From an optimization exercise on the open Yosys and OpenROAD flow, aimed at small area and few clock cycles; shortcuts taken in it are not production practice. In this exercise RTL edits were held to simulation tests only and were not proved equivalent to the original. Power figures rest on the tool's default switching activity, not on a simulated workload.

==> flow/design.v <==
`timescale 10 ns / 10 ns
module BufferedPipeline #(parameter
		DATA_END = 0
	)(
		input wire validIn,  
		input wire [DATA_END:0] dataIn,  
		input wire busyIn,	  
		input wire validOut,  
		output wire busyOut,  
		output wire [DATA_END:0] currentData,  
		output wire validData,  
		output wire memoryTransfer,  
		input clk,
		input reset
	);
reg [DATA_END:0] inputData,storedData;
reg validInput,validStored;
assign busyOut = validStored;  
assign validData = validInput;
assign currentData = inputData;  
assign memoryTransfer = (validOut & !busyIn);  
always @(posedge clk)
begin
	if(!validInput)  
	begin
		if(validIn)
		begin
			inputData <= dataIn;
			validInput <= 1'b1;
		end
	end
	else if(memoryTransfer)  
	begin
		if(validStored)  
		begin
			inputData <= storedData;
			storedData <= 0;  
			validStored <= 1'b0;
		end
		else if(validIn)  
		begin
			inputData <= dataIn;
			validInput <= 1'b1;  
		end
		else 
		begin
			validInput <= 1'b0;  
			inputData <= 0;
		end
	end
	else if(validIn & !validStored)  
	begin
		storedData <= dataIn;
		validStored <= 1'b1; 
	end
	if(reset)
	begin
		validInput <= 1'b0;
		validStored <= 1'b0;
		inputData <= 0;
		storedData <= 0;
	end
end
endmodule
module MultiCycleBufferedPipeline #(parameter
		DATA_END = 0,
		MAXIMUM_CYCLES_BITS = 8
	)(
		input wire validIn,
		input wire [DATA_END:0] dataIn,
		input wire busyIn,
		output wire busyOut,
		output wire [DATA_END:0] currentData,
		output wire validData,
		output wire [MAXIMUM_CYCLES_BITS-1:0] currentCycles,
		input  wire [MAXIMUM_CYCLES_BITS-1:0] maximumCycles,
		input wire increment,		 
		output wire memoryTransfer,  
		output wire earlyEnd,
		output wire validOut, 		 
		input clk,
		input reset
	);
reg [MAXIMUM_CYCLES_BITS-1:0] cycleCounter;
assign currentCycles = cycleCounter;
assign validOut = (validData & (earlyEnd | (cycleCounter == maximumCycles)));
assign earlyEnd = ((cycleCounter + 1 == maximumCycles) & increment & !busyIn);
BufferedPipeline #(.DATA_END(DATA_END)) pipeline(
		.validIn(validIn),
		.dataIn(dataIn),
		.busyIn(busyIn),
		.validOut(earlyEnd | validOut),  
		.busyOut(busyOut),
		.currentData(currentData),
		.validData(validData),
		.memoryTransfer(memoryTransfer),
		.clk(clk),
		.reset(reset)
	);
always @(posedge clk)
begin
	if(increment)
	begin
		cycleCounter <= cycleCounter + 1;
	end
	if(reset | memoryTransfer | earlyEnd)  
	begin
		cycleCounter <= 0;
	end
end
endmodule
module FSMBufferedPipeline #(parameter
		DATA_END = 0,
		MAXIMUM_STATE_BITS = 8
	)(
		input wire validIn,
		input wire [DATA_END:0] dataIn,
		input wire busyIn,
		output wire busyOut,
		output wire [DATA_END:0] currentData,
		output wire validData,
		output reg [MAXIMUM_STATE_BITS-1:0] currentState,
		input  wire [MAXIMUM_STATE_BITS-1:0] nextState,
		output wire memoryTransfer,  
		input wire validOut,
		input clk,
		input reset
	);
BufferedPipeline #(.DATA_END(DATA_END)) pipeline(
		.validIn(validIn),
		.dataIn(dataIn),
		.busyIn(busyIn),
		.validOut(validOut), 
		.busyOut(busyOut),
		.currentData(currentData),
		.validData(validData),
		.memoryTransfer(memoryTransfer),
		.clk(clk),
		.reset(reset)
	);
wire cannotProgress = (validOut & busyIn);
always @(posedge clk)
begin
	if(validData & !cannotProgress)  
	begin
		currentState <= nextState;
	end
	if(reset)
	begin
		currentState <= 0;
	end
end
endmodule
`timescale 10 ns / 10 ns
module AndTerminalCase(
		input wire [29:0] f,
		input wire [29:0] g,
		output wire hit,
		output reg [29:0] result
	);
wire equal_f_zero,equal_g_zero,equal_negate,equal_f_g,equal_g_one,equal_f_one;
assign equal_f_zero = (f == 30'h3fffffff);
assign equal_g_zero = (g == 30'h3fffffff);
assign equal_negate = ((f[29:1] == g[29:1] && f[0] != g[0]));
assign equal_f_g = (f == g);
assign equal_g_one = (g == 30'h3ffffffe);
assign equal_f_one = (f == 30'h3ffffffe);
wire return_zero,return_f,return_g;
assign return_zero = (equal_f_zero | equal_g_zero | equal_negate);
assign return_f = (equal_f_g | equal_g_one);
assign return_g = equal_f_one;
assign hit = (return_zero | return_f | return_g);
always @*
begin
	casez({return_zero,return_f,return_g})  
	3'b000: begin
		result = 30'h00000000;  
	end
	3'b001: begin
		result = g;
	end
	3'b01?: begin
		result = f;
	end
	3'b1??: begin
		result = 30'h3fffffff;
	end
	endcase
end
endmodule
`timescale 10 ns / 10 ns
module ExistTerminalCase(
		input wire [29:0] f,
		input wire [10-1:0] top,
		input wire [10-1:0] cubeLastVar,
		output wire hit,
		output wire [29:0] result
	);
wire topBigger,equal_f_zero,equal_f_one;
assign topBigger = (top > cubeLastVar);
assign equal_f_zero = (f == 30'h3fffffff);
assign equal_f_one = (f == 30'h3ffffffe);
assign hit = (topBigger | equal_f_zero | equal_f_one);
assign result = f;
endmodule
module ExistTerminalCaseNoVar(
		input wire [29:0] f,
		output wire hit,
		output wire [29:0] result
	);
wire equal_f_zero,equal_f_one;
assign equal_f_zero = (f == 30'h3fffffff);
assign equal_f_one = (f == 30'h3ffffffe);
assign hit = (equal_f_zero | equal_f_one);
assign result = f;
endmodule
`timescale 10 ns / 10 ns
module AbstractTerminalCase(
		input wire [29:0] f,
		input wire [29:0] g,
		output wire hit,
		output wire [29:0] result
	);
wire equal_f_zero,equal_g_zero,equal_negate,equal_f_one,equal_g_one;
assign equal_f_zero = (f == 30'h3fffffff);
assign equal_g_zero = (g == 30'h3fffffff);
assign equal_negate = ((f[29:1] == g[29:1] && f[0] != g[0]));
assign equal_f_one = (f == 30'h3ffffffe);
assign equal_g_one = (g == 30'h3ffffffe);
wire return_zero,return_one;
assign return_zero = (equal_f_zero | equal_g_zero | equal_negate);
assign return_one = (equal_f_one && equal_g_one);
assign hit = (return_zero | return_one);
assign result = return_one ? 30'h3ffffffe : 30'h3fffffff;
endmodule
`timescale 10 ns / 10 ns
module ApplySimpleCasesNoVar(
		input wire [(2-1):0] typeIn,
		input wire [29:0] f,
		input wire [29:0] g,
		output reg [(2-1):0] outType,
		output reg [29:0] outF,
		output reg [29:0] outG,
		output reg hit,
		output reg [29:0] result
	);
wire equal_f_one,equal_f_g,equal_g_one;
assign equal_f_one = (f == 30'h3ffffffe);
assign equal_f_g = (f == g);
assign equal_g_one = (g == 30'h3ffffffe);
wire typeEqualAbstract,transformExistG,transformExistF;
assign typeEqualAbstract = (typeIn == 2);
assign transformExistG = (equal_f_one | equal_f_g);
assign transformExistF = equal_g_one;
reg checkExistGSimpleCase;
always @*
begin
	checkExistGSimpleCase = 0;
	casez({typeEqualAbstract,transformExistG,transformExistF})
	4'b11?: begin
		checkExistGSimpleCase = 1;
		outF = g;
		outG = 30'h3fffffff;  
		outType = 1;
	end
	4'b101:begin
		outF = f; 
		outG = 30'h3fffffff;  
		outType = 1;
	end
	default:begin
		outF = f;
		outG = g;
		outType = typeIn;
	end
	endcase
end
wire andHit;
wire [29:0] andResult;
AndTerminalCase terminalAnd(
		.f(f),
		.g(g),
		.hit(andHit),
		.result(andResult));
wire existHit;
wire [29:0] existResult;
ExistTerminalCaseNoVar terminalExist(
		.f(f),
		.hit(existHit),
		.result(existResult));
wire transformedExistHit;
wire [29:0] transformedExistResult;
ExistTerminalCaseNoVar transformedTerminalExist(  
		.f(g),
		.hit(transformedExistHit),
		.result(transformedExistResult));
wire abstractHit;
wire [29:0] abstractResult;
AbstractTerminalCase terminalAbstract(
		.f(f),
		.g(g),
		.hit(abstractHit),
		.result(abstractResult));
wire existFinalHit;
wire [29:0] existFinalResult;
assign existFinalHit = (checkExistGSimpleCase ? transformedExistHit : existHit);
assign existFinalResult = (checkExistGSimpleCase ? transformedExistResult : existResult);
always @*
begin
	case(typeIn)
		0:begin
			hit = andHit;
			result = andResult;
		end
		1:begin
			hit = existFinalHit;
			result = existFinalResult;
		end
		2:begin
			hit = abstractHit;
			result = abstractResult;
		end
		3:begin
			hit = (f == 30'h3fffffff | f == 30'h3ffffffe);
			result = f;
		end
		default:begin
			hit = 1'b0;
			result = 30'h00000000;  
		end
	endcase
end
endmodule
`timescale 10 ns / 10 ns
module ApplySimpleCases(
		input wire [(2-1):0] typeIn,
		input wire [29:0] f,
		input wire [29:0] g,
		input wire [10-1:0] top,
		input wire [10-1:0] cubeLastVar,
		output reg [(2-1):0]  outType,
		output reg [29:0] outF,
		output reg [29:0] outG,
		output reg hit,
		output reg [29:0] result
	);
wire topBigger,equal_f_one,equal_f_g,equal_g_one;
assign topBigger = (top > cubeLastVar);
assign equal_f_one = (f == 30'h3ffffffe);
assign equal_f_g = (f == g);
assign equal_g_one = (g == 30'h3ffffffe);
wire typeEqualAbstract,transformAnd,transformExistG,transformExistF;
assign typeEqualAbstract = (typeIn == 2);
assign transformAnd = topBigger;
assign transformExistG = (equal_f_one | equal_f_g);
assign transformExistF = equal_g_one;
reg checkExistGSimpleCase;
always @*
begin
	checkExistGSimpleCase = 0;
	casez({typeEqualAbstract,transformAnd,transformExistG,transformExistF})
	4'b11??: begin
		outF = f;
		outG = g;
		outType = 0;
	end
	4'b101?: begin
		checkExistGSimpleCase = 1;
		outF = g;
		outG = 30'h3fffffff;  
		outType = 1;
	end
	4'b1001:begin
		outF = f; 
		outG = 30'h3fffffff;  
		outType = 1;
	end
	default:begin
		outF = f;
		outG = g;
		outType = typeIn;
	end
	endcase
end
wire andHit;
wire [29:0] andResult;
AndTerminalCase terminalAnd(
		.f(f),
		.g(g),
		.hit(andHit),
		.result(andResult));
wire existHit;
wire [29:0] existResult;
ExistTerminalCase terminalExist(
		.f(f),
		.top(top),
		.cubeLastVar(cubeLastVar),
		.hit(existHit),
		.result(existResult));
wire transformedExistHit;
wire [29:0] transformedExistResult;
ExistTerminalCase transformedTerminalExist(  
		.f(g),
		.top(top),
		.cubeLastVar(cubeLastVar),
		.hit(transformedExistHit),
		.result(transformedExistResult));
wire abstractHit;
wire [29:0] abstractResult;
AbstractTerminalCase terminalAbstract(
		.f(f),
		.g(g),
		.hit(abstractHit),
		.result(abstractResult));
wire existFinalHit;
wire [29:0] existFinalResult;
assign existFinalHit = (checkExistGSimpleCase ? transformedExistHit : existHit);
assign existFinalResult = (checkExistGSimpleCase ? transformedExistResult : existResult);
always @*
begin
	case(typeIn)
		0:begin
			hit = andHit;
			result = andResult;
		end
		1:begin
			hit = existFinalHit;
			result = existFinalResult;
		end
		2:begin
			hit = abstractHit;
			result = abstractResult;
		end
		3:begin
			hit = (f == 30'h3fffffff | f == 30'h3ffffffe);
			result = f;
		end
		default:begin
			hit = 1'b0;
			result = 30'h00000000;  
		end
	endcase
end
endmodule
`timescale 10 ns / 10 ns
module Apply (
		input wire [29:0] f,
		input wire [29:0] g,
		input wire [(2-1):0]  typeIn,
		input wire valid,
		input wire negate,
		input [2:0] index,
		output wire applyBusy,
		output wire simpleCaseHit,
		output wire [29:0] simpleCaseResult,
		output wire [29:0] fn,
		output wire [29:0] fnv,
		output wire [29:0] gn,
		output wire [29:0] gnv,
		output wire quantifyOut,
		output wire [29:0] outF,
		output wire [29:0] outG,
		output wire [(2-1):0] outType,
		output wire [10-1:0] topOut,
		output wire validOut,
		output wire negateOut,
		input wire applyBusyIn,
		output wire [2:0] outIndex,
		input wire insertValueIntoSimpleCache,
		input wire [18-1:0] simpleCacheIndex,
		input wire [2-1:0] simpleCacheValue,
		input wire [15:0] avs_config_address,
		input wire avs_config_write,
		input wire [31:0] avs_config_writedata,
		input wire avs_config_read,
		output wire [31:0] avs_config_readdata,
		output wire avs_config_readdatavalid,
		output wire avs_config_waitrequest,
		output reg [127:0] aso_var_request_data,
		input wire aso_var_request_ready,
		output reg aso_var_request_valid,
		output reg [127:0] aso_node_request_data,
		input wire aso_node_request_ready,
		output reg aso_node_request_valid,
		output reg [127:0] aso_cache_request_data,
		input wire aso_cache_request_ready,
		output reg aso_cache_request_valid,
		input wire [95:0] asi_result_data,
		input wire [1:0] asi_result_channel,
		output wire asi_result_ready,
		input wire asi_result_valid,
		input wire [15:0] asi_var_data,
		output wire asi_var_ready,
		input wire asi_var_valid,
		input wire clk,
		input wire reset
	);
localparam LN = 3;        
localparam NSLOT = 1 << LN;
localparam LD = 2;        
localparam ND = 1 << LD;
assign avs_config_waitrequest = 1'b0;
assign asi_var_ready = 1'b1;
assign asi_result_ready = 1'b1;
reg [10-1:0] cubeLastVar;
reg [31:0] quantify [1:0];
reg [1:0] simpleCache [63:0];
reg [10-1:0] nextVar [63:0];
always @(posedge clk)
begin
	if(insertValueIntoSimpleCache)
		simpleCache[simpleCacheIndex[5:0]] <= simpleCacheValue;
end
wire cfgNext = (avs_config_address[15:8] != 0);
wire cfgQuant = !cfgNext & avs_config_address[7];
wire cfgCube = (avs_config_address == 16'd5);
always @(posedge clk)
begin
	if(avs_config_write)
	begin
		if(cfgNext)
			nextVar[avs_config_address[5:0]] <= avs_config_writedata[9:0];
		else if(cfgQuant)
			quantify[avs_config_address[0]] <= avs_config_writedata;
		else if(cfgCube)
			cubeLastVar <= avs_config_writedata[9:0];
	end
end
wire [10-1:0] vTop;
wire [5:0] tableAddr = avs_config_read ? {(cfgQuant ? avs_config_address[0] : avs_config_address[5]), avs_config_address[4:0]} : vTop[5:0];
wire [10-1:0] nextVarRead = nextVar[tableAddr];
wire [31:0] quantWord = quantify[tableAddr[5]];
wire quantBit = quantWord[vTop[4:0]];
reg readValid;
reg [31:0] readData;
always @(posedge clk)
begin
	readValid <= avs_config_read & (cfgNext | cfgQuant | cfgCube);
	if(cfgNext)
		readData <= {22'b0, nextVarRead};
	else if(cfgQuant)
		readData <= quantWord;
	else
		readData <= {22'b0, cubeLastVar};
	if(reset)
		readValid <= 1'b0;
end
assign avs_config_readdata = readData;
assign avs_config_readdatavalid = readValid;
wire [29:0] sF [0:NSLOT-1];   
wire [29:0] sG [0:NSLOT-1];
wire [(2-1):0] sTy [0:NSLOT-1];   
wire sNeg [0:NSLOT-1];
wire [2:0] sIdx [0:NSLOT-1];
wire [10-1:0] sTop [0:NSLOT-1];   
wire sFF [0:NSLOT-1];
wire sFG [0:NSLOT-1];
wire sTB [0:NSLOT-1];             
wire sQ [0:NSLOT-1];
wire sHit [0:NSLOT-1];            
wire sHitC [0:NSLOT-1];           
wire sAlloc [0:NSLOT-1];
wire sVDone [0:NSLOT-1];
wire sPDone [0:NSLOT-1];
wire sCPend [0:NSLOT-1];
reg [LN-1:0] tail, head, pvp;
localparam [29:0] ZERO = 30'h3fffffff;
localparam [29:0] ONE = 30'h3ffffffe;
reg s1v, s1st;
reg [29:0] s1f, s1g;
reg [(2-1):0] s1ty;
reg s1neg;
reg [2:0] s1idx;
wire eqFZ = (s1f == ZERO);
wire eqGZ = (s1g == ZERO);
wire eqFO = (s1f == ONE);
wire eqGO = (s1g == ONE);
wire eqFG = (s1f == s1g);
wire eqNeg = (s1f[29:1] == s1g[29:1] && s1f[0] != s1g[0]);
reg s1_hit;
reg [29:0] s1_result, s1_fOut, s1_gOut;
reg [(2-1):0] s1_type;
always @*
begin
	s1_hit = 1'b0;
	s1_result = s1f;
	s1_type = s1ty;
	s1_fOut = s1f;
	s1_gOut = s1g;
	case(s1ty)
	0: begin
		s1_hit = eqFZ | eqGZ | eqNeg | eqFG | eqGO | eqFO;
		s1_result = (eqFZ | eqGZ | eqNeg) ? ZERO : (eqFG | eqGO) ? s1f : s1g;
	end
	2: begin
		s1_hit = eqFZ | eqGZ | eqNeg | (eqFO & eqGO);
		s1_result = (eqFO & eqGO) ? ONE : ZERO;
		if(eqFO | eqFG)
		begin
			s1_type = 1;
			s1_fOut = s1g;
			s1_gOut = ZERO;
		end
		else if(eqGO)
		begin
			s1_type = 1;
			s1_gOut = ZERO;
		end
	end
	default: begin  
		s1_hit = eqFZ | eqFO;
	end
	endcase
end
wire s1_need2 = !s1_type[0];     
wire s1_swap = s1_need2 & (s1f > s1g);
wire [29:0] s1_finalF = s1_swap ? s1_gOut : s1_fOut;
wire [29:0] s1_finalG = s1_swap ? s1_fOut : s1_gOut;
reg [LN:0] tq [0:NSLOT-1];
reg [LN-1:0] tqHead, tqTail;
wire robFull = sAlloc[tail];
reg s1push, s1done;
always @*
begin
	s1push = 1'b0;
	s1done = 1'b0;
	aso_var_request_valid = 1'b0;
	aso_var_request_data = 0;
	aso_var_request_data[2:0] = 3'b010;
	aso_var_request_data[31:3] = s1st ? s1_finalG[29:1] : s1_finalF[29:1];
	if(s1v)
	begin
		if(!s1st)
		begin
			if(s1_hit)
			begin
				s1push = !robFull;
				s1done = !robFull;
			end
			else
			begin
				aso_var_request_valid = !robFull;
				if(aso_var_request_ready & !robFull)
				begin
					s1push = 1'b1;
					s1done = !s1_need2;
				end
			end
		end
		else
		begin
			aso_var_request_valid = 1'b1;
			s1done = aso_var_request_ready;
		end
	end
end
assign applyBusy = s1v & !s1done;
always @(posedge clk)
begin
	if(s1push & !s1done)
		s1st <= 1'b1;
	if(s1done)
	begin
		s1v <= 1'b0;
		s1st <= 1'b0;
	end
	if(valid & !applyBusy)
	begin
		s1v <= 1'b1;
		s1st <= 1'b0;
		s1f <= f;
		s1g <= g;
		s1ty <= typeIn;
		s1neg <= negate;
		s1idx <= index;
	end
	if(reset)
	begin
		s1v <= 1'b0;
		s1st <= 1'b0;
	end
end
reg vFirst;
reg [10-1:0] vTmp;
wire [LN-1:0] vSlot = tq[tqHead][LN-1:0];
wire vNeed2 = tq[tqHead][LN];
wire vLast = asi_var_valid & (!vNeed2 | vFirst);
wire [10-1:0] vF = vNeed2 ? vTmp : asi_var_data[9:0];
wire [10-1:0] vG = vNeed2 ? asi_var_data[9:0] : 10'h3ff;
assign vTop = (vF < vG) ? vF : vG;
wire vTB = (vTop > cubeLastVar);
wire [(2-1):0] vTy = sTy[vSlot];
wire vQ = quantBit & ((vTy == 1) | ((vTy == 2) & !vTB));
wire [10-1:0] vTopOut = (vTy == 3) ? nextVarRead : vTop;
always @(posedge clk)
begin
	if(asi_var_valid & vNeed2 & !vFirst)
	begin
		vFirst <= 1'b1;
		vTmp <= asi_var_data[9:0];
	end
	if(vLast)
	begin
		vFirst <= 1'b0;
		tqHead <= tqHead + 1'b1;
	end
	if(s1push & !s1_hit)
	begin
		tq[tqTail] <= {s1_need2, tail};
		tqTail <= tqTail + 1'b1;
	end
	if(reset)
	begin
		vFirst <= 1'b0;
		tqHead <= 0;
		tqTail <= 0;
	end
end
wire pValid = sAlloc[pvp] & !sPDone[pvp];
wire [29:0] pF = sF[pvp];
wire [29:0] pG = sG[pvp];
wire [(2-1):0] pTy1 = sTy[pvp];
wire pTB = sTB[pvp];
wire pQ = sQ[pvp];
wire pFF = sFF[pvp];
wire pFG = sFG[pvp];
wire pHit3 = (pTy1 == 1) & pTB;
wire [(2-1):0] pTy = ((pTy1 == 2) & pTB) ? 0 : pTy1;
wire [18-1:0] pHash = ((pF + pG + pTy) ^ pQ);
wire [1:0] pSimpleHash = ((^pF) * 2 + (^pG) + pTy + pQ);
wire pNeedC = (pSimpleHash == simpleCache[pHash[5:0]]);
reg [LN-1:0] cq [0:NSLOT-1];
reg [LN-1:0] cqHead, cqTail;
reg [LD:0] nCredit;     
wire nSpace = (nCredit != ND);
reg pCDone, pNFDone, pNGDone;
reg pAdvance, pCIssue, pNIssue, pNIsF, pFirst;
always @*
begin
	pAdvance = 1'b0;
	pCIssue = 1'b0;
	pNIssue = 1'b0;
	pFirst = 1'b0;
	pNIsF = pFF & !pNFDone;
	aso_cache_request_valid = 1'b0;
	aso_cache_request_data = 0;
	aso_cache_request_data[2:0] = 3'b011;
	aso_cache_request_data[3+18-1:3] = pHash;
	aso_node_request_valid = 1'b0;
	aso_node_request_data = 0;
	aso_node_request_data[2:0] = 3'b001;
	aso_node_request_data[31:3] = pNIsF ? pF[29:1] : pG[29:1];
	if(pValid)
	begin
		if(sHit[pvp] | (sVDone[pvp] & pHit3))
			pAdvance = 1'b1;
		else if(sVDone[pvp])
		begin
			pFirst = !(pCDone | pNFDone | pNGDone);
			aso_cache_request_valid = pNeedC & !pCDone;
			pCIssue = aso_cache_request_valid & aso_cache_request_ready;
			aso_node_request_valid = ((pFF & !pNFDone) | (pFG & !pNGDone)) & nSpace;
			pNIssue = aso_node_request_valid & aso_node_request_ready;
			pAdvance = (!pNeedC | pCDone | pCIssue) &
			           (!pFF | pNFDone | (pNIssue & pNIsF)) &
			           (!pFG | pNGDone | (pNIssue & !pNIsF));
		end
	end
end
always @(posedge clk)
begin
	if(pCIssue)
	begin
		pCDone <= 1'b1;
		cq[cqTail] <= pvp;
		cqTail <= cqTail + 1'b1;
	end
	if(pNIssue)
	begin
		if(pNIsF)
			pNFDone <= 1'b1;
		else
			pNGDone <= 1'b1;
	end
	if(cAns)
		cqHead <= cqHead + 1'b1;
	if(pAdvance)
	begin
		pvp <= pvp + 1'b1;
		pCDone <= 1'b0;
		pNFDone <= 1'b0;
		pNGDone <= 1'b0;
	end
	if(reset)
	begin
		pvp <= 0;
		pCDone <= 1'b0;
		pNFDone <= 1'b0;
		pNGDone <= 1'b0;
		cqHead <= 0;
		cqTail <= 0;
	end
end
wire cAns = asi_result_valid & (asi_result_channel == 2'b10);
wire [LN-1:0] cSlot = cq[cqHead];
wire [(2-1):0] cTy = ((sTy[cSlot] == 2) & sTB[cSlot]) ? 0 : sTy[cSlot];
wire cEqual = (sF[cSlot] == asi_result_data[29:0]) & (sG[cSlot] == asi_result_data[61:32]) &
              (cTy == asi_result_data[95:94]) & (sQ[cSlot] == asi_result_data[30]);
wire nAns = asi_result_valid & (asi_result_channel == 2'b01);
reg [59:0] nBuf [0:ND-1];
reg [LD-1:0] nHead, nTail;
reg [LD:0] nCount;      
always @(posedge clk)
begin
	if(nAns)
	begin
		nBuf[nTail] <= {asi_result_data[61:32], asi_result_data[29:0]};
		nTail <= nTail + 1'b1;
	end
	if(reset)
		nTail <= 0;
end
wire [29:0] hF = sF[head];
wire [29:0] hG = sG[head];
wire [(2-1):0] hTy1 = sTy[head];
wire hTB = sTB[head];
wire hHit = sHit[head] | ((hTy1 == 1) & hTB);
wire hFF = sFF[head];
wire hFG = sFG[head];
wire [1:0] hNeed = hHit ? 2'd0 : ({1'b0, hFF} + {1'b0, hFG});
wire hReady = sAlloc[head] & sPDone[head] & !sCPend[head] & (nCount >= {{(LD-1){1'b0}}, hNeed});
assign validOut = hReady;
wire deliver = hReady & !applyBusyIn;
wire [59:0] n0 = nBuf[nHead];
wire [59:0] n1 = nBuf[nHead + 1'b1];
wire [59:0] fNode = hFF ? n0 : {hF, hF};
wire [59:0] gNode = hFG ? (hFF ? n1 : n0) : {hG, hG};
wire fNeg = hFF & hF[0];
wire gNeg = hFG & hG[0];
assign simpleCaseHit = hHit | sHitC[head];
assign simpleCaseResult = hF;
assign fn = {fNode[59:31], fNode[30] ^ fNeg};
assign fnv = {fNode[29:1], fNode[0] ^ fNeg};
assign gn = {gNode[59:31], gNode[30] ^ gNeg};
assign gnv = {gNode[29:1], gNode[0] ^ gNeg};
assign quantifyOut = sQ[head];
assign outF = hF;
assign outG = hG;
assign outType = ((hTy1 == 2) & hTB) ? 0 : hTy1;
assign topOut = sTop[head];
assign negateOut = sNeg[head];
assign outIndex = sIdx[head];
wire [1:0] nPop = deliver ? hNeed : 2'd0;
always @(posedge clk)
begin
	nHead <= nHead + nPop;
	nCount <= nCount + nAns - nPop;
	nCredit <= nCredit + pNIssue - nPop;
	if(deliver)
		head <= head + 1'b1;
	if(s1push)
		tail <= tail + 1'b1;
	if(reset)
	begin
		nHead <= 0;
		nCount <= 0;
		nCredit <= 0;
		head <= 0;
		tail <= 0;
	end
end
genvar i;
generate
for(i = 0; i < NSLOT; i = i + 1)
begin : slot
	wire pushHere = s1push & (tail == i);
	wire varHere = vLast & (vSlot == i);
	wire cacheHere = cAns & (cSlot == i);
	reg [29:0] rF, rG;
	reg [(2-1):0] rTy;
	reg rNeg, rFF, rFG, rTB, rQ, rHit, rHitC, rAlloc, rVDone, rPDone, rCPend;
	reg [2:0] rIdx;
	reg [10-1:0] rTop;
	assign sF[i] = rF;
	assign sG[i] = rG;
	assign sTy[i] = rTy;
	assign sNeg[i] = rNeg;
	assign sIdx[i] = rIdx;
	assign sTop[i] = rTop;
	assign sFF[i] = rFF;
	assign sFG[i] = rFG;
	assign sTB[i] = rTB;
	assign sQ[i] = rQ;
	assign sHit[i] = rHit;
	assign sHitC[i] = rHitC;
	assign sAlloc[i] = rAlloc;
	assign sVDone[i] = rVDone;
	assign sPDone[i] = rPDone;
	assign sCPend[i] = rCPend;
	always @(posedge clk)
	begin
		if(pushHere)
		begin
			rF <= s1_hit ? s1_result : s1_finalF;
			rG <= s1_finalG;
			rTy <= s1_type;
			rNeg <= s1neg;
			rIdx <= s1idx;
			rHit <= s1_hit;
			rHitC <= 1'b0;
			rVDone <= 1'b0;
			rPDone <= 1'b0;
			rCPend <= 1'b0;
			rTB <= 1'b0;
			rAlloc <= 1'b1;
		end
		if(varHere)
		begin
			rTop <= vTopOut;
			rFF <= (vF == vTop);
			rFG <= (vG == vTop);
			rTB <= vTB;
			rQ <= vQ;
			rVDone <= 1'b1;
		end
		if(pFirst & (pvp == i))
			rCPend <= pNeedC;
		if(pAdvance & (pvp == i))
			rPDone <= 1'b1;
		if(cacheHere)
		begin
			rCPend <= 1'b0;
			if(cEqual)
			begin
				rHitC <= 1'b1;
				rF <= asi_result_data[93:64];
			end
		end
		if(deliver & (head == i))
			rAlloc <= 1'b0;
		if(reset)
			rAlloc <= 1'b0;
	end
end
endgenerate
endmodule
==> flow/run.sh <==
#!/bin/bash
# synth_recipe.tcl (not shown) runs the flow's synth.tcl, then flattens the netlist and writes it again
# the make line also repeats each setting of config.mk as NAME=value (left out here)
make -C /OpenROAD-flow-scripts/flow DESIGN_CONFIG=/design/flow/config.mk WORK_HOME=/design/flow/orfs CLKGATE_MAP_FILE= SYNTH_SCRIPT=/design/flow/synth_recipe.tcl finish
==> flow/config.mk <==
export PLATFORM = sky130hd
export DESIGN_NAME = Apply
export DESIGN_NICKNAME = Apply
export VERILOG_FILES = /design/flow/design.v
export SDC_FILE = /design/flow/constraint.sdc
export NUM_CORES = 4
export LEC_CHECK = 0
export CAP_MARGIN = 20
export CORE_MARGIN = 2
export CORE_UTILIZATION = 40
export PLACE_DENSITY = 0.6
export SLEW_MARGIN = 20
==> flow/constraint.sdc <==
create_clock -name core_clock -period 10.0 [get_ports {clk}]
set_input_delay 2.0000 -clock core_clock [delete_from_list [all_inputs] [get_ports {clk}]]
set_output_delay 2.0000 -clock core_clock [all_outputs]
set_load 0.01 [all_outputs]
==> metrics list, run 1 <==
* Commonest register cell after synthesis: sky130_fd_sc_hd__edfxtp_1
* CORE AREA: ~250000 µm²
- For the pin with the worst max-slew slack, the measured transition is 1.32 ns.
* Final Slew Violations: 0
- Maximum number of pins on one net before global-route repair: around 120
- VDD sags by at most about 1.8 mV.
- Maximum buffer depth of the clock tree: 3
- Clock-pin slew was measured on the worst setup and hold paths at about 0.06 ns.
- The worst path needs roughly 9.7 ns of the cycle, external delays included.
- Biggest area consumer among synthesized cells: sky130_fd_sc_hd__edfxtp_1
- Count of distinct cell types in the synthesized netlist: between 90 and 100
- The HPWL after detailed placement is about 260000 µm.
- Cell chain of the critical path: ha_1 > ha_4 > buf_4 > a222oi_1 > a41o_1 > inv_1 > fa_1 > ha_1 > fa_1 > and2_2 > o21ai_0 > a21oi_1 > a222oi_1 > and4_1 > a41o_1 > or4_1 > and3_1 > nand2_2 > nor2_1 > clkdlybuf4s50_1
- Counting the buffers created by CTS gives between 200 and 250.
* Status: no timing/DRC/antenna violations
- The top cell types in the final layout, fill and taps aside, are sky130_fd_sc_hd__nand2_1, sky130_fd_sc_hd__edfxtp_1, sky130_fd_sc_hd__clkdlybuf4s50_1, sky130_fd_sc_hd__nor2_1, sky130_fd_sc_hd__mux2_2.
- Antenna-violating nets left: 0
- Number of setup violations in the final report: 0
- Via density: around 6.1
- Summed area of non-filler cells in the final layout: about 110000 µm²
- Worst Skew: 0.0830 ns
* Highest Clock Rate: approximately 100 MHz
- Total buffers and inverters traversed by the critical path: 3
- Critical path data arrival time: roughly 7.7 ns
* Fin. Hold Viols: 0
* Number of flip-flops and latches in the synthesized netlist: 1978
* TritonCTS Sinks: roughly 2k
- The tool flagged a number of max-cap violations equal to 0.
- Total of fill cells in the finished design: between 20k and 25k
- STA classifies the critical path endpoint as a primary output.
* Number of detailed-routing iterations run before antenna repair: 22
- Area after detailed placement: roughly 110000 µm²
- Worst skew pair latency: about 0.92 ns
* Overall global routing resource usage: 29.6%
- First-pass GRT wire length: 537000 µm
- In this run the tightest slew margin relative to its limit is a little under an eighth.
- Ys async rst share: 0%
- Via count of the routed design: 77.6k
- Via count of the first global-routing pass: 72.9k
* Drt wl/cell: slightly above 30 µm
* Area Overhead vs Synth: 15.9%
- Sum of routed wire length over all layers: 387000 µm
- Remaining global-route overflow: 0
- On the critical path the largest part of the delay comes from adder cells.
- For this run, design rule violations remaining after detail routing come to 0.
* Share of Yosys cell area claimed by the top area cell type: between 40% and 50%
- I/O Buffers: a little under 600
- The net count of the finished layout is approximately 9.6k.
- Cells with a size suffix above 1 make up a little over an eighth of the layout.
- For this design the top-level I/O count stands at about 910.
- Of the available clock period, the critical path in the final layout requires between 90% and 100%.
* Cell with the largest stage delay on the worst path: sky130_fd_sc_hd__fa_1
- Post-Synthesis Cells: ~9k
- Die area: 251000 µm²
- Largest stage delay, worst path: around 0.8 ns
- Root buf cell: sky130_fd_sc_hd__clkbuf_16
* Area of the mapped netlist: just under 100000 µm²
* Clock tree from TritonCTS: done
- Routability-driven placement congestion ratio: about 0.99
- Number of design-rule violations left by the first detailed-router iteration: approximately 12k
- Hold Crit Class: reg2reg
- Number of cell rows: approximately 180
- Commonest non-fill, non-tap cell in the layout: sky130_fd_sc_hd__nand2_1
- For this run, the number of Yosys warnings is 1.
- Summing the sequential cell areas from Yosys gives 56.6% of the chip area.
- Static leakage: slightly below 40 nW
* Kind of start point of the critical path: flip-flop
- The design draws about 33 mW.
- The die is 501 µm tall.
- Antenna violations before repair: 31
- Data required time of the critical path: 8.00 ns
- Effective utilization at floorplan: 40.2%
- Syn avg cell area: 11.2 µm²
- Along the worst path, the maximum fanout reaches 29.
- The clock tree synthesis step divided the H-tree into 4 levels.
* Sum of negative setup slack: 0 ns
- In this run the power density over the cells is about 290 nW/µm².
- Number of flops mapped to enable cells by yosys: about 1.6k
- The setup path with the least slack is of type reg2out.
- Setup repair after global routing left no endpoint under its margin.
- The die is between 500 and 600 µm wide.
* Top cells by area in the synthesized netlist: sky130_fd_sc_hd__edfxtp_1, sky130_fd_sc_hd__dfxtp_1, sky130_fd_sc_hd__nand2_1
-- worst min-delay path: cells and delay by family, from the launching register on --
family           cells  cell delay (ns)
DFF                  1             0.31
and+or+nand+nor      2             0.09
-- cell type report --
type	instances	area (µm²)	area share (%)
inverters	192	731	0.639
flip-flops and latches	1978	55900	48.9
well taps	3220	4030	3.52
repair buffers	839	7930	6.93
diodes	14	35.0	0.0306
clock buffers	262	5700	4.98
multi-input cells	5977	38700	33.9
clock inverters	129	1330	1.16
-- logic make-up after synthesis --
logic type / count (synthesis) / share of synthesized area (%)
fa+ha+maj: 123 / 1.61
flops: 1978 / 56.6
other cells: 2 / 0.00762
mux: 715 / 9.58
xor+xnor: 138 / 1.27
compound gates: 1762 / 12.3
buf+inv: 1140 / 5.86
simple gates: 2927 / 12.8
-- registers in the layout, indices dropped and copies added, names as in the netlist, 16 cells and up, named ones only --
name	flops
cq	24
nBuf	240
nextVar	640
quantify	64
readData	32
s1f	30
s1g	30
simpleCache	128
slot.rF	240
slot.rG	240
slot.rIdx	24
slot.rTop	80
slot.rTy	16
tq	32
-- worst paths after layout --
kind	startpoint	to	slack [ns]	depth (start not counted)
min reg2reg	slot[0].rVDone	slot[0].rVDone	0.44	2
max	pvp[1]	aso_cache_request_valid	0.26	20
max reg2reg	flip-flop	slot[0].rQ	1.35	26
min	slot[0].rVDone	slot[0].rVDone	0.44	2
-- synthesized netlist by cell type (all sizes together), types with 14 or more instances --
| library cell | count |
|---|---|
| nand3 | 315 |
| nand2b | 26 |
| or3 | 19 |
| a21o | 90 |
| mux4 | 138 |
| and2 | 49 |
| nand2 | 1629 |
| a211oi | 40 |
| a31oi | 204 |
| nor3 | 81 |
| nor4 | 20 |
| o22a | 32 |
| nor2b | 33 |
| mux2i | 137 |
| edfxtp | 1622 |
| xor2 | 51 |
| a221o | 14 |
| nand4 | 164 |
| o21a | 19 |
| a22oi | 129 |
| a222oi | 170 |
| nor2 | 518 |
| o21ai | 402 |
| o22ai | 85 |
| xnor2 | 86 |
| mux2 | 440 |
| inv | 190 |
| clkbuf | 439 |
| a22o | 24 |
| buf | 509 |
| a21oi | 265 |
| a41oi | 113 |
| dfxtp | 356 |
| ha | 117 |
| a221oi | 56 |
-- power by group --
part	internal, mW	total, mW	switching [mW]	leakage (nW)
sequential	9.37	9.79	0.420	17.6
combinational	5.59	15.0	9.42	18.7
clock	4.41	7.90	3.48	3.42
-- what timing repair did --
item / CTS / global route
cloned: 0 / 1
buffers inserted: 1 / 0
endpoints found under the setup margin: 1 / 2
hold buffers: 0 / 0
endpoints found under the hold margin: 0 / 0
pin swaps: 1 / 1
gates resized for setup: 1 / 4
-- through the flow --
stage | hold slack [ns] | util [%] | worst slack (ns) | std cells
detailed placement | 0.431 | 43.7 | 0.830 | 12203
global route | 0.456 | 46.6 | 0.0146 | 12599
global placement | 0.429 | 43.6 | 0.932 | 12202
finish | 0.443 | 46.6 | 0.262 | 12611
floorplan | 0.419 | - | 1.54 | 9094
CTS | 0.442 | 46.5 | 0.0443 | 12595
-- per-layer routing --
metal  GRT usage [%]  wire [µm]
met3            7.79      43900
met1            36.4     140000
met4            20.3      31400
met5               0        217
met2            45.7     171000
Testbench counts, summed over its fixed seeds: cycles 11,866.
==> inputs of run 2 (changes only) <==
--- a/flow/design.v
+++ b/flow/design.v
@@ -733,8 +733,11 @@
 reg [LN-1:0] cqHead, cqTail;
 reg [LD:0] nCredit;     
 wire nSpace = (nCredit != ND);
-reg pCDone, pNFDone, pNGDone;
+reg pCDone, pNFDone, pNGDone, pEval, pNeedCR;
+reg [18-1:0] pHashR;
 reg pAdvance, pCIssue, pNIssue, pNIsF, pFirst;
+wire pNodesDone = (!pFF | pNFDone | (pNIssue & pNIsF)) &
+                  (!pFG | pNGDone | (pNIssue & !pNIsF));
 always @*
 begin
 	pAdvance = 1'b0;
@@ -745,7 +748,7 @@
 	aso_cache_request_valid = 1'b0;
 	aso_cache_request_data = 0;
 	aso_cache_request_data[2:0] = 3'b011;
-	aso_cache_request_data[3+18-1:3] = pHash;
+	aso_cache_request_data[3+18-1:3] = pHashR;
 	aso_node_request_valid = 1'b0;
 	aso_node_request_data = 0;
 	aso_node_request_data[2:0] = 3'b001;
@@ -756,19 +759,23 @@
 			pAdvance = 1'b1;
 		else if(sVDone[pvp])
 		begin
-			pFirst = !(pCDone | pNFDone | pNGDone);
-			aso_cache_request_valid = pNeedC & !pCDone;
+			pFirst = !pEval;
+			aso_cache_request_valid = pEval & pNeedCR & !pCDone;
 			pCIssue = aso_cache_request_valid & aso_cache_request_ready;
 			aso_node_request_valid = ((pFF & !pNFDone) | (pFG & !pNGDone)) & nSpace;
 			pNIssue = aso_node_request_valid & aso_node_request_ready;
-			pAdvance = (!pNeedC | pCDone | pCIssue) &
-			           (!pFF | pNFDone | (pNIssue & pNIsF)) &
-			           (!pFG | pNGDone | (pNIssue & !pNIsF));
+			pAdvance = (pEval ? (!pNeedCR | pCDone | pCIssue) : !pNeedC) & pNodesDone;
 		end
 	end
 end
 always @(posedge clk)
 begin
+	if(pFirst)
+	begin
+		pEval <= 1'b1;
+		pNeedCR <= pNeedC;
+		pHashR <= pHash;
+	end
 	if(pCIssue)
 	begin
 		pCDone <= 1'b1;
@@ -787,6 +794,7 @@
 	if(pAdvance)
 	begin
 		pvp <= pvp + 1'b1;
+		pEval <= 1'b0;
 		pCDone <= 1'b0;
 		pNFDone <= 1'b0;
 		pNGDone <= 1'b0;
@@ -794,6 +802,7 @@
 	if(reset)
 	begin
 		pvp <= 0;
+		pEval <= 1'b0;
 		pCDone <= 1'b0;
 		pNFDone <= 1'b0;
 		pNGDone <= 1'b0;
@@ -828,11 +837,13 @@
 wire hFF = sFF[head];
 wire hFG = sFG[head];
 wire [1:0] hNeed = hHit ? 2'd0 : ({1'b0, hFF} + {1'b0, hFG});
-wire hReady = sAlloc[head] & sPDone[head] & !sCPend[head] & (nCount >= {{(LD-1){1'b0}}, hNeed});
+wire [LD:0] nAvail = nCount + nAns;
+wire hReady = sAlloc[head] & sPDone[head] & !sCPend[head] & (nAvail >= {{(LD-1){1'b0}}, hNeed});
 assign validOut = hReady;
 wire deliver = hReady & !applyBusyIn;
-wire [59:0] n0 = nBuf[nHead];
-wire [59:0] n1 = nBuf[nHead + 1'b1];
+wire [59:0] nLive = {asi_result_data[61:32], asi_result_data[29:0]};
+wire [59:0] n0 = (nCount == 0) ? nLive : nBuf[nHead];
+wire [59:0] n1 = (nCount == 1) ? nLive : nBuf[nHead + 1'b1];
 wire [59:0] fNode = hFF ? n0 : {hF, hF};
 wire [59:0] gNode = hFG ? (hFF ? n1 : n0) : {hG, hG};
 wire fNeg = hFF & hF[0];
--- a/flow/config.mk
+++ b/flow/config.mk
@@ -8,5 +8,8 @@
 export CAP_MARGIN = 20
 export CORE_MARGIN = 2
 export CORE_UTILIZATION = 40
+export CTS_BUF_LIST = sky130_fd_sc_hd__clkbuf_16
+export CTS_CLUSTER_DIAMETER = 100
+export CTS_CLUSTER_SIZE = 24
 export PLACE_DENSITY = 0.6
 export SLEW_MARGIN = 20
==> metrics list, run 2 <==
- Post-CTS timing repair inserted 0 buffers for setup.
* Number of setup violations in the final report: 0
* Highest Clock Rate: 117 MHz
* Fin. Hold Viols: 0
- Total buffers and inverters traversed by the critical path: 4
- The die covers 256000 µm².
- Syn avg cell area: between 10 and 15 µm²
- Total power divided by cell area: 239 nW/µm²
* Number of cell rows: between 150 and 200
* CTS-repair resized insts: 0
- In this run the critical register-to-register path is launched from pvp[2].
- The worst path needs ~8.6 ns of the cycle, external delays included.
- Commonest non-fill, non-tap cell in the layout: sky130_fd_sc_hd__edfxtp_1
* Ys async rst share: 0%
- Maximum number of pins on one net before global-route repair: approximately 200
- Synthesis produced a netlist whose cell count is between 8k and 9k.
- Routability-driven placement congestion ratio: around 1
- Worst min-delay path endpoint: slot[4].rVDone
* Overall die height: between 500 and 600 µm
- Worst skew pair latency: 0.87 ns
* Antenna-violating nets left: 0
- I/O pin total: between 900 and 1k
- Half-perimeter wire length of the detailed placement result: around 270000 µm
* Status: no timing/DRC/antenna violations
* Count of warnings emitted by yosys: 1
- Cell chain of the critical path: inv_1 > ha_1 > and2_4 > nor3_1 > nand2_4 > buf_4 > nand4_1 > o21ai_4 > buf_4 > nand2_1 > o21ai_0 > clkdlybuf4s50_1
- Share of Yosys cell area claimed by the top area cell type: between 40 and 50%
- Overall global routing resource usage: ~30%
- Effective utilization at floorplan: roughly two fifths
* Sequential area share after synthesis: 56.0%
* Area of the mapped netlist: between 100000 and 150000 µm²
* Root buf cell: sky130_fd_sc_hd__clkbuf_16
- The via count of the first global-routing pass was 71.9k.
- Via density: around 6.3
- Maximum level of the CTS H-tree: 3
* Number of nets in the layout: about 9.3k
- Drt wl/cell: between 30 and 40 µm
* Clock tree from TritonCTS: done
- Across the run, the number of max-cap violations was 0.
* Sum of routed wire length over all layers: 396000 µm
- Top cells by area in the synthesized netlist: sky130_fd_sc_hd__edfxtp_1, sky130_fd_sc_hd__dfxtp_1, sky130_fd_sc_hd__nand2_1
- Critical path data arrival time: between 6 and 7 ns
* Peak supply drop: about 0.54 mV
* Crit path max fanout: between 80 and 90
- The tightest min-delay check is of the reg2reg type.
* Worst-case headroom to the max-slew limit: 13.7%
* Finished Core Util: 45.1%
- From synthesis to final layout, the design area changed by 12.3%.
* Dominant cell by count in the synthesized netlist: sky130_fd_sc_hd__edfxtp_1
- For this design, the CTS-stage hold fixing added 0 buffers.
- Worst R2R End: slot[4].rPDone
- Remaining global-route overflow: 0
* DRC Markers: 0
- STA classifies the critical path startpoint as a flip-flop.
- Number of design-rule violations left by the first detailed-router iteration: around 12k
* Register clock-pin slew on the reported worst setup and hold paths: 0.09 ns
- Via count of the routed design: 77.7k
- For the pin with the worst max-slew slack, the measured transition is about 1.3 ns.
* First-pass GRT wire length: between 500000 and 600000 µm
- Commonest cells post-synth: sky130_fd_sc_hd__edfxtp_1, sky130_fd_sc_hd__nand2_1, sky130_fd_sc_hd__nor2_1
* Number of detailed-routing iterations run before antenna repair: 12
- The die is slightly above 500 µm wide.
- Static leakage: 39.0 nW
* Max reg flops: 640
* Critical path capture point type: primary output
* Commonest register cell after synthesis: sky130_fd_sc_hd__edfxtp_1
- Data on the critical path is required at its endpoint by 8.00 ns.
- For the final database, setup skew stands at between 0.1 and 0.15 ns.
- The number of pins with negative max-slew slack in the final report came to 0.
* Maximum buffer depth of the clock tree: 3
* Launch instance of the worst min-delay path: slot[4].rVDone
- The number of antenna violations at the first check in global routing was 42.
- Delay-heaviest family, CP: buffers and inverters
- Summed over all failing endpoints, the final setup total negative slack is 0 ns.
* Final clock period utilization by the worst path: 85.8%
* Worst Reg2Reg Path Length in Cells: 21
- Share of final-layout standard cells stronger than drive strength 1: 11.8%
- After filler insertion, the fill cell instance count of the layout stands at 22.7k.
- Biggest area consumer among synthesized cells: sky130_fd_sc_hd__edfxtp_1
* Setup repair after global routing missed its margin: no
- Counting instances, the worst hold path has a depth of 2.
- On the critical path, the stage with the largest delay is an instance of sky130_fd_sc_hd__and2_4.
- Cell mode on critical path: sky130_fd_sc_hd__buf_4
- Inserted Clock Buffers: between 100 and 150
- Number of flip-flops and latches in the synthesized netlist: 1998
- Largest stage delay, worst path: approximately 0.84 ns
* Slack of the worst reg-to-reg path: 1.52 ns
- Number of flops mapped to enable cells by yosys: 1641
- TritonCTS Sinks: around 2k
- During placement, the flow inserted port buffers numbering 580.
* Top library cells by usage in the layout, fill and taps aside: sky130_fd_sc_hd__edfxtp_1, sky130_fd_sc_hd__nand2_1, sky130_fd_sc_hd__nor2_1, sky130_fd_sc_hd__clkdlybuf4s50_1, sky130_fd_sc_hd__o21ai_0
- Count of distinct cell types in the synthesized netlist: 93
* CORE AREA: about 250000 µm²
* Critical path class: reg2out
[run 2: changes by cell type after synthesis, sizes merged, moves of 54 or more]
| cell | delta |
|---|---|
| mux2 | +120 |
| o21ai | +54 |
| a31oi | -95 |
| mux2i | +133 |
| nand4 | -97 |
| nor2 | +166 |
| nand2 | -479 |
| a21oi | +98 |
| nand3 | -103 |
[run 2: report_power, final]
part           leakage (nW)  switching (mW)  internal, mW
Sequential             17.7           0.449          9.56
Clock                  1.83            2.95          2.07
Combinational          19.5            7.47          4.50
[run 2: cells by family (layout without fill, tap and decap cells)]
family          after synthesis  after routing  share of synthesized area (%)
fa+ha+maj                   123            123                           1.57
other cells                   2            336                        0.00745
xor+xnor                    134            134                           1.22
flops                      1998           1998                           56.0
compound gates             1843           1843                           12.4
buf+inv                    1066           1173                           5.36
mux                        1012           1012                           13.0
simple gates               2437           2437                           10.4
[run 2: metal layers]
metal,GRT usage [%],vias to the layer above,share of wire (%)
li1,-,32654,-
met1,39.5,38549,38
met2,45.0,5402,44
met3,7.05,1030,11
met4,15.3,24,6.2
met5,0,-,0.042
[run 2: per-stage QoR]
stage          hold slack [ns]  instances  setup slack, ns  power, mW  cell area (µm²)
2_1_floorplan            0.421       8924             2.12       16.8           102000
3_3_place_gp             0.427      12179             1.58       21.8           110000
3_5_place_dp             0.434      12179             1.49       21.9           110000
4_1_cts                  0.449      12376             1.49       26.8           113000
5_1_grt                  0.464      12386             1.24       27.9           113000
6_report                 0.446      12404             1.42       27.0           113000
[run 2: worst max-delay path by stage]
stage                    startpoint                        to  slack [ns]  depth (start not counted)
finish                      head[0]                   gnv[12]        1.42                         12
floorplan                    pvp[2]                    pvp[2]        2.12                         34
CTS                         head[0]                   gnv[12]        1.49                         12
detailed placement  asi_var_data[6]           slot[6].rTop[1]        1.49                         19
global placement    asi_var_data[6]           slot[2].rTop[1]        1.58                         19
global route                s1g[16]  aso_var_request_data[16]        1.24                         13
[run 2: worst register-to-register path, cell delays in order (launching register included)]
cell	delay (ns)
sky130_fd_sc_hd__dfxtp_4	0.45
sky130_fd_sc_hd__inv_1	0.90
sky130_fd_sc_hd__ha_4	0.68
sky130_fd_sc_hd__buf_4	0.67
sky130_fd_sc_hd__a222oi_1	0.20
sky130_fd_sc_hd__a41oi_1	0.72
sky130_fd_sc_hd__xor2_1	0.17
sky130_fd_sc_hd__xnor2_1	0.58
sky130_fd_sc_hd__xnor2_1	0.18
sky130_fd_sc_hd__xnor2_1	0.45
sky130_fd_sc_hd__xnor2_1	0.22
sky130_fd_sc_hd__fa_1	0.51
sky130_fd_sc_hd__xor2_1	0.20
sky130_fd_sc_hd__xnor2_1	0.23
sky130_fd_sc_hd__xnor2_1	0.17
sky130_fd_sc_hd__xnor2_1	0.15
sky130_fd_sc_hd__xnor3_1	0.31
sky130_fd_sc_hd__xor2_1	0.24
sky130_fd_sc_hd__a211oi_1	0.09
sky130_fd_sc_hd__o31a_1	0.28
sky130_fd_sc_hd__nor2_1	0.76
sky130_fd_sc_hd__a22o_1	0.25
[run 2: area by class of cell]
class | instances | area (µm²) | area share, %
clock buffer | 106 | 2650 | 2.34
tap | 3348 | 4190 | 3.70
antenna | 25 | 62.6 | 0.0553
clock inverter | 91 | 763 | 0.674
sequential | 1998 | 56400 | 49.9
timing repair buffer | 836 | 7870 | 6.95
inverter | 140 | 529 | 0.468
multi-input combinational | 5860 | 40700 | 35.9
Testbench counts of run 2, summed over its fixed seeds: cycles 11,769.
==> inputs of run 3 (changes only) <==
--- a/flow/config.mk
+++ b/flow/config.mk
@@ -8,8 +8,8 @@
 export CAP_MARGIN = 20
 export CORE_MARGIN = 2
 export CORE_UTILIZATION = 40
-export CTS_BUF_LIST = sky130_fd_sc_hd__clkbuf_16
-export CTS_CLUSTER_DIAMETER = 100
-export CTS_CLUSTER_SIZE = 24
+export CTS_BUF_LIST = sky130_fd_sc_hd__clkbuf_8 sky130_fd_sc_hd__clkbuf_16
+export CTS_CLUSTER_DIAMETER = 80
+export CTS_CLUSTER_SIZE = 20
 export PLACE_DENSITY = 0.6
 export SLEW_MARGIN = 20
==> metrics list, run 3 <==
- Status: no timing/DRC/antenna violations
- TritonCTS Sinks: roughly 2k
- Dividing the final minimum period by the clock period gives between 80% and 90%.
- Maximum level of the CTS H-tree: 4
- Fin. Hold Viols: 0
* CTS-repair resized insts: 0
- Cells with a size suffix above 1 make up 12.3% of the layout.
- Yosys instantiated no cell more often than sky130_fd_sc_hd__edfxtp_1.
* Area Overhead vs Synth: 13.3%
- Via count of the routed design: approximately 80k
* Max Cap Violations: 0
- The share of the Yosys chip area taken by registers is between 50 and 60%.
- After routing the design area is around 110000 µm².
* Maximum buffer depth of the clock tree: 3
- Half-perimeter wire length of the detailed placement result: between 200000 and 300000 µm
* Worst-case headroom to the max-slew limit: 10.8%
- Post-Synthesis Cells: 8615
- Commonest register cell after synthesis: sky130_fd_sc_hd__edfxtp_1
- After detailed placement, the design holds a cell count of approximately 12k.
* Final worst setup slack: 1.44 ns
* Proportion of power drawn by combinational gates: between 40 and 50%
- I/O Buffers: 580
- Highest Clock Rate: between 100 and 150 MHz
* Clk pwr share: a little over a fifth
- Power spent charging and discharging nets: about 11 mW
* Drt wl/cell: 32.0 µm
- In the global route stage, overall resource usage came out at between 20 and 30%.
* Max reg flops: 640
* Slack of the worst reg-to-reg path: between 1 and 1.5 ns
* Count of warnings emitted by yosys: 1
- The mapped netlist covers roughly 100000 µm².
- A synthesized cell averages approximately 12 µm².
- Summed over all failing endpoints, the final setup total negative slack is 0 ns.
* DRC Markers: 0
- Commonest non-fill, non-tap cell in the layout: sky130_fd_sc_hd__edfxtp_1
* Worst Skew: around 0.078 ns
- I/O pin total: roughly 910
- Setup repair after global routing missed its margin: no
* Fin cells: 12.4k
* First-pass GRT wire length: ~550000 µm
- Die area: roughly 260000 µm²
- Final critical delay including setup and external delays: 8.56 ns
- Number of design-rule violations left by the first detailed-router iteration: 12.3k
- Commonest cells post-synth: sky130_fd_sc_hd__edfxtp_1, sky130_fd_sc_hd__nand2_1, sky130_fd_sc_hd__nor2_1
* Worst R2R End: slot[1].rPDone
* Antenna-violating nets left: 0
- Part of the total power dissipated in sequential elements: between 30% and 40%
- TritonCTS built the clock tree.
* Cell-internal power: 16.8 mW
* Kind of start point of the critical path: flip-flop
- In this run, synthesis inferred 1641 flip-flops with an integrated enable.
- Clock tree synthesis selected as its root buffer the cell sky130_fd_sc_hd__clkbuf_16.
* Top library cells by usage in the layout, fill and taps aside: sky130_fd_sc_hd__edfxtp_1, sky130_fd_sc_hd__nand2_1, sky130_fd_sc_hd__nor2_1, sky130_fd_sc_hd__clkdlybuf4s50_1, sky130_fd_sc_hd__o21ai_0
- The worst setup path is captured at a primary output.
* Worst flop-to-flop path startpoint: pvp[2]
- The routed design has roughly 400000 µm of wire.
- Via density: 6.26
- The final layout contains approximately 9.4k nets.
- Setup violations remaining at the end of the flow were counted as 0.
- Post-CTS setup-driven buffer insertion count: 0
- Via count of the first global-routing pass: between 70k and 80k
* Antenna violations before repair: 38
* Hold Crit Class: reg2reg
- Static leakage: just under 40 nW
- Total power divided by cell area: between 200 and 250 nW/µm²
* Routability-driven placement congestion ratio: 1.02
- Of all flip-flops after synthesis, the portion carrying an async set or reset was 0%.
- The worst hold path terminates at slot[1].rVDone.
* Measured slew at the worst slew-check pin: approximately 1.3 ns
- The later pin in the worst-skew pair is clocked with a latency of about 0.9 ns.
* Area after detailed placement: 110000 µm²
- Register clock-pin slew on the reported worst setup and hold paths: around 0.08 ns
* Critical path data arrival time: between 6 and 7 ns
* Data required time of the critical path: 8.00 ns
- Overall die height: approximately 510 µm
- Counting flops and latches in the post-synthesis netlist gives 1998.
- CORE AREA: 251000 µm²
- Top cells by area in the synthesized netlist: sky130_fd_sc_hd__edfxtp_1, sky130_fd_sc_hd__dfxtp_1, sky130_fd_sc_hd__nand2_1
* Remaining global-route overflow: 0
* Cell count of the worst hold path: 2
- The die is a little over 500 µm wide.
* Launch instance of the worst min-delay path: slot[1].rVDone
* Effective utilization at floorplan: about two fifths
- Entering global routing, the biggest net connects 196 pins.
- After synthesis, the largest area contributor takes up slightly below 50% of total cell area.
* Number of detailed-routing iterations run before antenna repair: 12
* Total of fill cells in the finished design: roughly 23k
* Number of hold buffers added after CTS: 0
- The worst setup path is of the reg2out kind.
* Dpl ws: 1.49 ns
- Number of cell rows: 184
- Worst Reg2Reg Path Length in Cells: 21
* Count of distinct cell types in the synthesized netlist: 93
- Net switching is around 40% of the power.
* Final Slew Violations: 0
* Inserted Clock Buffers: roughly 130
- Peak supply drop: 0.514 mV
- Biggest area consumer among synthesized cells: sky130_fd_sc_hd__edfxtp_1
- Crit path max fanout: 89
==> run 3: cell count changes in the layout (fill, tap and decap cells not counted), moves of 2 or more <==
cell / delta
sky130_fd_sc_hd__inv_4: +2
sky130_fd_sc_hd__clkinv_8: +3
sky130_fd_sc_hd__clkinv_4: +2
sky130_fd_sc_hd__bufinv_16: +3
sky130_fd_sc_hd__clkbuf_8: +2
sky130_fd_sc_hd__inv_1: -21
sky130_fd_sc_hd__clkinv_2: +6
sky130_fd_sc_hd__diode_2: -11
sky130_fd_sc_hd__inv_12: -3
sky130_fd_sc_hd__clkbuf_16: +28
sky130_fd_sc_hd__clkinv_16: +6
sky130_fd_sc_hd__inv_6: +2
==> run 3: worst max path at each step <==
| stage | depth (start not counted) | end | from |
|---|---|---|---|
| after floorplan | 34 | pvp[2] | pvp[2] |
| after global placement | 19 | slot[2].rTop[1] | asi_var_data[6] |
| after detailed placement | 19 | slot[6].rTop[1] | asi_var_data[6] |
| after CTS | 12 | gnv[12] | head[0] |
| after global routing | 13 | aso_var_request_data[16] | s1g[16] |
| final | 12 | gnv[12] | head[0] |
==> run 3: metrics by stage <==
stage               hold slack, ns  power (mW)  utilization [%]
finish                       0.447        27.9             45.5
global route                 0.461        28.8             45.5
floorplan                    0.421        16.8                -
CTS                          0.447        27.7             45.5
global placement             0.427        21.8             43.7
detailed placement           0.434        21.9             43.7
==> run 3: cells by family (layout without fill, tap and decap cells) <==
logic type	count (synthesis)	after routing	synth area share, %
AND/OR/NAND/NOR	2437	2437	10.4
multiplexers	1012	1012	13.0
XOR/XNOR	134	134	1.22
adder cells (fa/ha/maj)	123	123	1.57
AO/OA/AOI/OAI	1843	1843	12.4
flip-flops	1998	1998	56.0
other	2	325	0.00745
buffers and inverters	1066	1203	5.36
==> run 3: cell type report <==
cell class              instances  area (µm²)  share of cell area [%]
clock buffers                 136        3380                    2.96
inverters                     140         529                   0.464
repair buffers                835        7860                    6.89
flip-flops and latches       1998       56400                    49.4
clock inverters                92        1060                   0.931
diodes                         14        35.0                  0.0307
well taps                    3348        4190                    3.67
multi-input cells            5860       40700                    35.6
==> run 3: layer usage <==
layer	track usage, %	wire length, µm	vias to the layer above	part of all wire [%]
met2	45.0	173000	5387	44
met4	15.6	24600	30	6.2
li1	-	-	32723	-
met3	7.74	46800	1071	12
met1	39.3	152000	38501	38
met5	0	229	-	0.058
==> run 3: worst max-delay path, stage by stage, from the launching register on <==
cell and delay (ns):
sky130_fd_sc_hd__dfxtp_1 0.37, sky130_fd_sc_hd__inv_1 0.14, sky130_fd_sc_hd__ha_1 0.45, sky130_fd_sc_hd__and2_4 0.83
sky130_fd_sc_hd__nor3_1 0.17, sky130_fd_sc_hd__nand2_4 0.44, sky130_fd_sc_hd__buf_4 0.63, sky130_fd_sc_hd__nand4_1 0.29
sky130_fd_sc_hd__o21ai_4 0.18, sky130_fd_sc_hd__buf_4 0.71, sky130_fd_sc_hd__nand2_1 0.36, sky130_fd_sc_hd__o21ai_0 0.33
sky130_fd_sc_hd__clkdlybuf4s50_1 0.65
==> run 3: power by group through the flow <==
stage,Clock (mW),Combinational (mW),Sequential (mW)
CTS,5.95,11.7,9.99
global route,6.23,12.5,10.0
global placement,0,11.6,10.2
finish,5.89,12.0,10.0
floorplan,0,6.76,9.99
detailed placement,0,11.7,10.2
==> inputs of run 4 (changes only) <==
--- a/flow/design.v
+++ b/flow/design.v
@@ -716,14 +716,17 @@
 		tqTail <= 0;
 	end
 end
-wire pValid = sAlloc[pvp] & !sPDone[pvp];
-wire [29:0] pF = sF[pvp];
-wire [29:0] pG = sG[pvp];
-wire [(2-1):0] pTy1 = sTy[pvp];
-wire pTB = sTB[pvp];
-wire pQ = sQ[pvp];
-wire pFF = sFF[pvp];
-wire pFG = sFG[pvp];
+wire cAns = asi_result_valid & (asi_result_channel == 2'b10);
+wire [LN-1:0] cSlot;
+wire [LN-1:0] rdSlot = cAns ? cSlot : pvp;
+wire pValid = sAlloc[pvp] & !sPDone[pvp] & !cAns;
+wire [29:0] pF = sF[rdSlot];
+wire [29:0] pG = sG[rdSlot];
+wire [(2-1):0] pTy1 = sTy[rdSlot];
+wire pTB = sTB[rdSlot];
+wire pQ = sQ[rdSlot];
+wire pFF = sFF[rdSlot];
+wire pFG = sFG[rdSlot];
 wire pHit3 = (pTy1 == 1) & pTB;
 wire [(2-1):0] pTy = ((pTy1 == 2) & pTB) ? 0 : pTy1;
 wire [18-1:0] pHash = ((pF + pG + pTy) ^ pQ);
@@ -810,11 +813,9 @@
 		cqTail <= 0;
 	end
 end
-wire cAns = asi_result_valid & (asi_result_channel == 2'b10);
-wire [LN-1:0] cSlot = cq[cqHead];
-wire [(2-1):0] cTy = ((sTy[cSlot] == 2) & sTB[cSlot]) ? 0 : sTy[cSlot];
-wire cEqual = (sF[cSlot] == asi_result_data[29:0]) & (sG[cSlot] == asi_result_data[61:32]) &
-              (cTy == asi_result_data[95:94]) & (sQ[cSlot] == asi_result_data[30]);
+assign cSlot = cq[cqHead];
+wire cEqual = (pF == asi_result_data[29:0]) & (pG == asi_result_data[61:32]) &
+              (pTy == asi_result_data[95:94]) & (pQ == asi_result_data[30]);
 wire nAns = asi_result_valid & (asi_result_channel == 2'b01);
 reg [59:0] nBuf [0:ND-1];
 reg [LD-1:0] nHead, nTail;
--- a/flow/config.mk
+++ b/flow/config.mk
@@ -8,8 +8,8 @@
 export CAP_MARGIN = 20
 export CORE_MARGIN = 2
 export CORE_UTILIZATION = 40
-export CTS_BUF_LIST = sky130_fd_sc_hd__clkbuf_8 sky130_fd_sc_hd__clkbuf_16
-export CTS_CLUSTER_DIAMETER = 80
-export CTS_CLUSTER_SIZE = 20
+export CTS_BUF_LIST = sky130_fd_sc_hd__clkbuf_16
+export CTS_CLUSTER_DIAMETER = 100
+export CTS_CLUSTER_SIZE = 24
 export PLACE_DENSITY = 0.6
 export SLEW_MARGIN = 20
==> metrics list, run 4 <==
* Status: no timing/DRC/antenna violations
- After clock tree synthesis, the clock-pin slew on the worst setup and hold paths is approximately 0.09 ns.
* CTS-repair resized insts: 0
- After synthesis, the cell types taking the most area are sky130_fd_sc_hd__edfxtp_1, sky130_fd_sc_hd__dfxtp_1, sky130_fd_sc_hd__mux2_2.
- Die area: 250000 µm²
- Part of the total power dissipated in sequential elements: between 40% and 50%
- The worst path in the final design needs a cycle of between 9 and 10 ns, including I/O delays and setup.
- In the final timing run, aggregate negative setup slack is 0 ns.
- Half-perimeter wire length of the detailed placement result: approximately 230000 µm
- CORE AREA: about 250000 µm²
- The worst setup path is launched from an input port.
- Clock latency on the worst-skew pair, taken at its later pin, is around 0.84 ns.
* Share of final-layout standard cells stronger than drive strength 1: between 10% and 20%
* Summed area of non-filler cells in the final layout: around 110000 µm²
* Effective utilization at floorplan: 40.1%
- The path class of the tightest hold or removal check is reg2reg.
* Number of design-rule violations left by the first detailed-router iteration: roughly 10k
- The library cell used most frequently in the layout, excluding fill and tap cells, is sky130_fd_sc_hd__edfxtp_1.
- Antenna-violating nets left: 0
- Highest Clock Rate: ~110 MHz
* Number of setup violations in the final report: 0
- Static leakage: between 30 and 40 nW
- The top cell type by area accounts for between 50% and 60% of the synthesized area.
- For this run, the number of Yosys warnings is 1.
- During placement, the flow inserted port buffers numbering just under 600.
- Ranked by instance count, the synthesized netlist is headed by sky130_fd_sc_hd__edfxtp_1, sky130_fd_sc_hd__nand2_1, sky130_fd_sc_hd__mux2_2.
- Area of the mapped netlist: a little under 100000 µm²
- Data required time of the critical path: 8.00 ns
* Number of flip-flops and latches in the synthesized netlist: 1998
* Via count of the routed design: approximately 70k
* Inserted Clock Buffers: 102
- Drt wl/cell: 29.3 µm
- Antenna violations before repair: 36
* Cell chain of the critical path: clkdlybuf4s50_1 > and3b_1 > nor2_1 > a21o_2 > buf_12 > nand2_1 > o21ai_0 > nor2_1 > a31oi_1 > or3_1 > buf_4 > mux2i_1 > clkdlybuf4s50_1
- For this run, the register share of the synthesized area comes to between 50% and 60%.
* Cell with the largest stage delay on the worst path: sky130_fd_sc_hd__or3_1
- Max Cap Violations: 0
- STA classifies the critical path endpoint as a primary output.
- Total power divided by cell area: approximately 220 nW/µm²
- Cell internal power was estimated by the tool at 15.3 mW.
- Fin. Hold Viols: 0
- The clock drives between 1.5k and 2k sinks.
* Number of cell rows: about 180
- Post-Synthesis Cells: roughly 8k
- In this run the power spent charging and discharging nets is around 9.0 mW.
- Clk pwr share: approximately a fifth
- At the pin with the least slew margin, the transition time is ~1.2 ns.
- After detailed routing, the number of vias per cell comes to around 6.
* Worst Skew: 0.0725 ns
* Number of detailed-routing iterations run before antenna repair: 10
- Counting flops with an async set or reset pin after synthesis yields a share of 0%.
- In this design, the stage delay of the slowest critical-path cell is between 0.7 and 0.8 ns.
- Routability-driven placement finished with a final weighted congestion of 0.947.
* Worst-case headroom to the max-slew limit: 18.6%
* Share of total power consumed by net switching: approximately 37%
* Via count of the first global-routing pass: ~66k
- Each instance of the synthesized netlist takes up on average roughly 12 µm².
- I/O pin total: between 900 and 1k
* Maximum level of the CTS H-tree: 3
- Number of nets in the layout: around 8.7k
- Peak supply drop: ~0.56 mV
* Maximum buffer depth of the clock tree: 3
- First-pass GRT wire length: between 400000 and 500000 µm
* Commonest register cell after synthesis: sky130_fd_sc_hd__edfxtp_1
- Overall die height: roughly 500 µm
- Area after detailed placement: approximately 110000 µm²
- In the routed design, unresolved DRC markers number 0.
- The number of pins with negative max-slew slack in the final report came to 0.
- In this run the horizontal extent of the chip is between 500 and 600 µm.
* Root buf cell: sky130_fd_sc_hd__clkbuf_16
- Biggest area consumer among synthesized cells: sky130_fd_sc_hd__edfxtp_1
run 4: final cells by class:
type | instances | area (µm²)
inverter | 141 | 544
tap | 3220 | 4030
fill | 21982 | 135000
clock inverter | 90 | 757
timing repair buffer | 807 | 7680
sequential | 1998 | 56400
multi-input combinational | 5274 | 38300
clock buffer | 104 | 2600
antenna | 21 | 52.6
run 4: critical path: cells and delay by family:
family                 cells  cell delay, ns
AND/OR/NAND/NOR            5            1.90
buffers and inverters      4            1.86
AO/OA/AOI/OAI              3            0.91
multiplexers               1            0.28
run 4: worst paths after layout:
kind / startpoint / to / slack [ns] / depth (start not counted)
max: asi_result_channel[0] / aso_node_request_data[21] / 0.99 / 13
min: slot[3].rHitC / slot[3].rHitC / 0.45 / 2
max reg2reg: flip-flop / slot[6].rPDone / 1.35 / 20
min reg2reg: slot[3].rHitC / slot[3].rHitC / 0.45 / 2
run 4: routing by layer:
layer | GRT usage, % | vias to the layer above | wire [µm]
li1 | - | 30223 | -
met1 | 35.3 | 35039 | 135000
met2 | 40.6 | 4084 | 154000
met3 | 5.37 | 647 | 34900
met4 | 12.4 | 12 | 18000
met5 | 0 | - | 84
run 4: kinds of logic (layout without fill, tap and decap cells):
kind of cell,count (synthesis),in the layout,share of synthesized area [%]
compound gates,1422,1422,10.3
xor+xnor,162,162,1.46
fa+ha+maj,123,123,1.61
buf+inv,999,1142,5.45
flops,1998,1998,57.3
mux,1150,1150,14.6
other cells,2,332,0.00763
simple gates,2106,2106,9.34
run 4: through the flow:
stage          setup slack, ns  hold WS [ns]  instances  power, mW
2_1_floorplan             1.32         0.417       8271       16.1
3_3_place_gp             0.402         0.426      11439       19.2
3_5_place_dp             0.351         0.432      11440       19.3
4_1_cts                   1.20         0.447      11634       24.2
5_1_grt                  0.876         0.464      11647       25.1
6_report                 0.994         0.450      11655       24.3
run 4: power by group through the flow:
stage                     Clock [mW]  Sequential, mW  Combinational [mW]
final                           4.95            9.70                9.63
after global routing            5.30            9.73                10.1
after CTS                       5.03            9.69                9.49
after detailed placement           0            9.88                9.44
after global placement             0            9.87                9.37
after floorplan                    0            9.82                6.30
Testbench counts of run 4, summed over its fixed seeds: cycles 11,869.

Check on run 4: ideal ports give 0.994 ns setup slack; a clkbuf_16 on the clock port and buf_2 on the inputs give 0.963 ns; moving port delays by the midpoint clock arrival (0.911 ns) as well gives 0.187 ns.
